This design comes from an exercise in tuning for small area, a short achievable clock period and few clock cycles per item on the open sky130 flow, not from production work.
The RTL was checked by simulation tests, not by an equivalence proof against the original design.
The clock input has no modelled driver; a real chip could not lean on it and would need a root buffer or a full tree.
No activity file was given, so power comes from the tool's default toggle rates.

Setup of wip/onyx:
Design RIM, start of the top module:
module RIM(
    input clk,rst_n,in_valid,
    input [7:0] maze,
    output reg out_valid,
    output reg [2:0] out_row,out_col
);
localparam CUT = 7;
reg  [62:8] a;
wire [63:8] R = {1'b1, a};
wire [71:8] B;    
reg  [2:0] cnt;
reg        calc;
reg        m_prev;
assign B[71:64] = 8'd0;
genvar r, c;
generate
    for (r = 1; r <= 7; r = r + 1) begin : g_r
        for (c = 0; c <= 7; c = c + 1) begin : g_c
            if (r == 7 && c == 7) begin : g_t
                assign B[63] = 1'b1;
            end else if (r + c == CUT - 1) begin : g_u
                assign B[r*8+c] = R[r*8+c] & (((r == 7) ? 1'b0 : R[(r+1)*8+c]) | ((c == 7) ? 1'b0 : R[r*8+c+1]));
            end else if (c == 7) begin : g_e
                assign B[r*8+c] = R[r*8+c] & B[(r+1)*8+c];
            end else begin : g_i
                assign B[r*8+c] = R[r*8+c] & (B[(r+1)*8+c] | B[r*8+c+1]);
            end
        end
    end
endgenerate
wire busy = calc | out_valid;
wire shift = ~busy | m_prev;
integer i;
always @(posedge clk) begin
    for (i = 8; i < 56; i = i + 1)
        a[i] <= shift ? R[i+8] : B[i];
    for (i = 56; i < 63; i = i + 1)
        a[i] <= ~busy ? maze[i-56] : (~m_prev & B[i]);
end
wire at_end   = (out_row == 3'd7) && (out_col == 3'd7);
  ...
clock: 8.0 ns
lec_check: 0
abc_area: 1
cap_margin: 20
core_margin: 2
core_utilization: 40
slew_margin: 20
standard.sh (not shown) runs the stock make flow with config.mk's settings and CLKGATE_MAP_FILE= SYNTH_SCRIPT=/design/flow/synth_recipe.tcl, a recipe that flattens the netlist after the stock synthesis.
==> flow/flow/run.sh <==
#!/bin/bash
# Standard ORFS layout (the standard.sh, standard synthesis unchanged),
# with the extra make settings listed in flow/args.txt (one per line), and
# the clock tree replaced by flow/oneclk.tcl (run as the PRE_CTS hook).
set -euo pipefail
mapfile -t ARGS < <(grep -v '^#' flow/args.txt | grep -v '^$')
bash standard.sh "${ARGS[@]}" PRE_CTS_TCL=$PWD/flow/oneclk.tcl finish > standard_flow.log 2>&1
==> flow/flow/args.txt <==
SETUP_SLACK_MARGIN=5.85
BUFFER_PORTS_ARGS=-buffer_cell sky130_fd_sc_hd__buf_1
==> flow/flow/oneclk.tcl <==
# PRE_CTS hook: replace the clock tree by a few clock buffers, each driving an
# equal share of the clock sinks (split by x position) from the centre of its
# share, so the clock reaches every register through exactly one buffer.
# TritonCTS is then skipped: clock_tree_synthesis becomes a no-op.
set clkbuf_cell sky130_fd_sc_hd__clkbuf_16
set sinks_per_buf 21
set db [ord::get_db]
set block [ord::get_db_block]
set m [$db findMaster $clkbuf_cell]
set clk [$block findNet clk]
set sinks {}
foreach it [$clk getITerms] {
  set bb [[$it getInst] getBBox]
  lappend sinks [list [expr {([$bb xMin]+[$bb xMax])/2}] [expr {([$bb yMin]+[$bb yMax])/2}] $it]
}
set sinks [lsort -integer -index 0 $sinks]
set ns [llength $sinks]
set nb [expr {($ns + $sinks_per_buf - 1) / $sinks_per_buf}]
puts "oneclk: $ns clock sinks, $nb buffers ($clkbuf_cell)"
for {set g 0} {$g < $nb} {incr g} {
  set lo [expr {$g*$ns/$nb}]
  set hi [expr {($g+1)*$ns/$nb - 1}]
  set nn [odb::dbNet_create $block clknet_root_$g]
  $nn setSigType CLOCK
  set inst [odb::dbInst_create $block $m clkbuf_root_$g]
  set xs 0; set ys 0; set n 0
  foreach s [lrange $sinks $lo $hi] {
    lassign $s x y it
    incr xs $x; incr ys $y; incr n
    $it disconnect
    $it connect $nn
  }
  $inst setLocation [expr {$xs/$n}] [expr {$ys/$n}]
  $inst setPlacementStatus PLACED
  foreach it [$inst getITerms] {
    set mt [[$it getMTerm] getName]
    if {$mt == "A"} {$it connect $clk}
    if {$mt == "X"} {$it connect $nn}
  }
}
detailed_placement
rename clock_tree_synthesis {}
proc clock_tree_synthesis {args} { puts "clock_tree_synthesis skipped: clock buffers placed by oneclk.tcl" }
Testbench counts of wip/onyx, summed over its fixed seeds: cycles 11,040, mazes 480.
Here is what was changed in the inputs of wip/amber compared with wip/onyx.
==> flow/flow/args.txt <==
SETUP_SLACK_MARGIN=5.8
BUFFER_PORTS_ARGS=-buffer_cell sky130_fd_sc_hd__buf_1
diff --git a/flow/flow/oneclk.tcl b/flow/flow/oneclk.tcl
--- a/flow/flow/oneclk.tcl
+++ b/flow/flow/oneclk.tcl
@@ -41,0 +42 @@
+source [file join [file dirname [info script]] split.tcl]
==> flow/flow/split.tcl (new file) <==
# Isolate each output port's register from its internal loads: the register
# then drives only the port's output buffer and one buffer that drives
# everything else, so the path to the port sees a light load.
set split_cell sky130_fd_sc_hd__buf_2
set block [ord::get_db_block]
foreach bterm [$block getBTerms] {
  if {[$bterm getIoType] != "OUTPUT"} continue
  set pnet [$bterm getNet]
  set obuf ""
  foreach it [$pnet getITerms] { if {[$it isOutputSignal]} { set obuf [$it getInst] } }
  if {$obuf == ""} continue
  set qnet ""
  foreach it [$obuf getITerms] { if {[$it isInputSignal]} { set qnet [$it getNet] } }
  if {$qnet == ""} continue
  set loads {}
  foreach it [$qnet getITerms] {
    if {[$it isInputSignal] && [[$it getInst] getName] != [$obuf getName]} {
      lappend loads [get_pins "[[$it getInst] getName]/[[$it getMTerm] getName]"]
    }
  }
  if {[llength $loads] > 0} {
    puts "split: [$bterm getName] net [$qnet getName]: [llength $loads] internal loads"
    insert_buffer -buffer_cell $split_cell -net [get_nets [$qnet getName]] -load_pins $loads
  }
}
detailed_placement
==> run summary <==
The total negative slack on wip/amber is in line with that on wip/onyx.
wip/amber: PASS, flow complete, no timing, DRC or antenna violations
Final critical-path share of the clock period in wip/amber is 0.32 points lower than in wip/onyx
Depth of the worst register-to-register path for wip/amber is lower than for wip/onyx.
Sequential standard cell area ends up lower on wip/amber.
Design area ends up higher on wip/onyx.
Between wip/amber and wip/onyx, it is wip/amber whose overall power consumption is lower, by about 1.4%.
For wip/quartz, these inputs were changed with respect to wip/amber:
==> flow/flow/args.txt <==
SETUP_SLACK_MARGIN=5.7
BUFFER_PORTS_ARGS=-buffer_cell sky130_fd_sc_hd__buf_1
diff --git a/flow/flow/oneclk.tcl b/flow/flow/oneclk.tcl
--- a/flow/flow/oneclk.tcl
+++ b/flow/flow/oneclk.tcl
@@ -6 +6 @@
-set sinks_per_buf 21
+set sinks_per_buf 32
Taking wip/amber as the reference, in wip/quartz routed wire length shrank by 0.88%, post-CTS setup-driven buffer insertion count held steady, global-route wire length before repair shrank by 2.1%.
Global-route usage (wip/quartz over wip/amber): decrease, 0.21 points
wip/quartz and wip/amber ended up with roughly the same flop and latch count out of synthesis.
Measured against each other, wip/amber and wip/quartz differ in utilization, the higher figure coming from wip/amber.
Compared to wip/amber, wip/quartz shows a narrower setup margin.
wip/quartz vs wip/amber: finished layout cell area down slightly
> inputs changed (wip/quartz -> wip/umber)
==> flow/flow/args.txt <==
SETUP_SLACK_MARGIN=5.5
BUFFER_PORTS_ARGS=-buffer_cell sky130_fd_sc_hd__buf_1
diff --git a/flow/flow/oneclk.tcl b/flow/flow/oneclk.tcl
--- a/flow/flow/oneclk.tcl
+++ b/flow/flow/oneclk.tcl
@@ -5,2 +5,2 @@
-set clkbuf_cell sky130_fd_sc_hd__clkbuf_16
-set sinks_per_buf 32
+set clkbuf_cell sky130_fd_sc_hd__clkbuf_8
+set sinks_per_buf 16
@@ -42 +41,0 @@
-source [file join [file dirname [info script]] split.tcl]
diff --git a/flow/config.mk b/flow/config.mk
--- a/flow/config.mk
+++ b/flow/config.mk
@@ -8 +8 @@
-export ABC_AREA = 1
+export ABC_CLOCK_PERIOD_IN_PS = 2500
removed: flow/flow/split.tcl
## What came out
wip/umber | status: complete | timing, DRC, antenna: pass
Comparing multiplexer share of the synthesized area for wip/umber and wip/quartz, the bigger number came from wip/umber.
In wip/umber, the fraction of standard cell area that is sequential came out 0.89 points below the value in wip/quartz.
As of wip/umber, total power had risen slightly compared to wip/quartz.
Modified inputs, wip/delta compared to wip/umber
==> flow/flow/args.txt <==
SETUP_SLACK_MARGIN=5.75
BUFFER_PORTS_ARGS=-buffer_cell sky130_fd_sc_hd__buf_1
diff --git a/flow/flow/oneclk.tcl b/flow/flow/oneclk.tcl
--- a/flow/flow/oneclk.tcl
+++ b/flow/flow/oneclk.tcl
@@ -5,2 +5,2 @@
-set clkbuf_cell sky130_fd_sc_hd__clkbuf_8
-set sinks_per_buf 16
+set clkbuf_cell sky130_fd_sc_hd__clkbuf_16
+set sinks_per_buf 21
diff --git a/flow/config.mk b/flow/config.mk
--- a/flow/config.mk
+++ b/flow/config.mk
@@ -8 +8 @@
-export ABC_CLOCK_PERIOD_IN_PS = 2500
+export ABC_AREA = 1
[summary]
For the utilization after layout, wip/delta came in 1.1 points higher than wip/umber did.
Of wip/delta and wip/umber, the higher net switching power figure belongs to wip/umber.
For the synthesized-area fraction occupied by ao, oa, aoi and oai cells, wip/delta came in 7.5 points lower than wip/umber did.
Of wip/delta and wip/umber, wip/umber shows the higher y dimension of the die, with wip/delta below it.
wip/umber vs wip/delta, standard cell with the maximum stage delay on the critical path: dfrtp_1 vs dfrtp_2
Changes observed in wip/delta relative to wip/umber: net count after synthesis went up by 12%; relative contribution of the clock network to total power went up; register-to-register slack grew by 180 ps; total number of vias now larger.
Input changes introduced in wip/fjord (baseline for comparison: wip/delta):
==> flow/flow/args.txt <==
SETUP_SLACK_MARGIN=5.5
BUFFER_PORTS_ARGS=-buffer_cell sky130_fd_sc_hd__buf_1
Findings:
wip/fjord ended with every stage complete and zero timing, DRC or antenna violations. Routed length per instance on wip/fjord is up relative to wip/delta. Changes observed in wip/fjord relative to wip/delta: tightest hold margin barely changed; setup slack fell 93 ps. The design area in wip/fjord was lower than what wip/delta gave. Comparing wip/delta against wip/fjord, there is no change at all in first-pass iteration count of the detailed router. wip/fjord ended with less end-of-flow core utilization than wip/delta.
In every run of this note, the design's own scripts or RTL, not TritonCTS, make the clock network.

==> what the ideal ports hide <==
The flow's constraints put no driver on any port. The routed layouts listed below were extracted and timed again, unchanged, in two steps.
Step 1 sets driving cells, clkbuf_16 on the clock port and buf_2 on the other inputs (assumed; they add their load-dependent delay and slew).
Step 2 adds t to the input delays and takes it off the output delays; t is the mean of the earliest and latest rising clock arrival at the registers after step 1. Input paths then give back, and output paths get back, about the clock's delay inside the block.
Three values: ideal ports, drivers, drivers and shift; two values: the first two.
| run | shift t [ns] | slack for setup (ns) | worst setup path at the end | latest minus earliest clock arrival (ns) | worst slew at a driven data input, ns |
|---|---|---|---|---|---|
| wip/onyx | 0.206 | 5.701 / 5.642 / 5.848 | register to output | 0.006 / 0.006 | 0.03 |
| wip/amber | 0.207 | 5.727 / 5.667 / 5.874 | register to output | 0.007 / 0.007 | 0.03 |
| wip/quartz | 0.216 | 5.696 / 5.650 / 5.866 | register to output | 0.012 / 0.012 | 0.03 |
| wip/umber | 0.202 | 5.564 / 5.513 / 5.714 | register to output | 0.013 / 0.013 | 0.03 |
| wip/delta | 0.206 | 5.656 / 5.596 / 5.802 | register to output | 0.007 / 0.006 | 0.03 |
| wip/fjord | 0.207 | 5.563 / 5.503 / 5.691 | register to register | 0.007 / 0.007 | 0.03 |
After both steps every run listed still meets setup and hold.
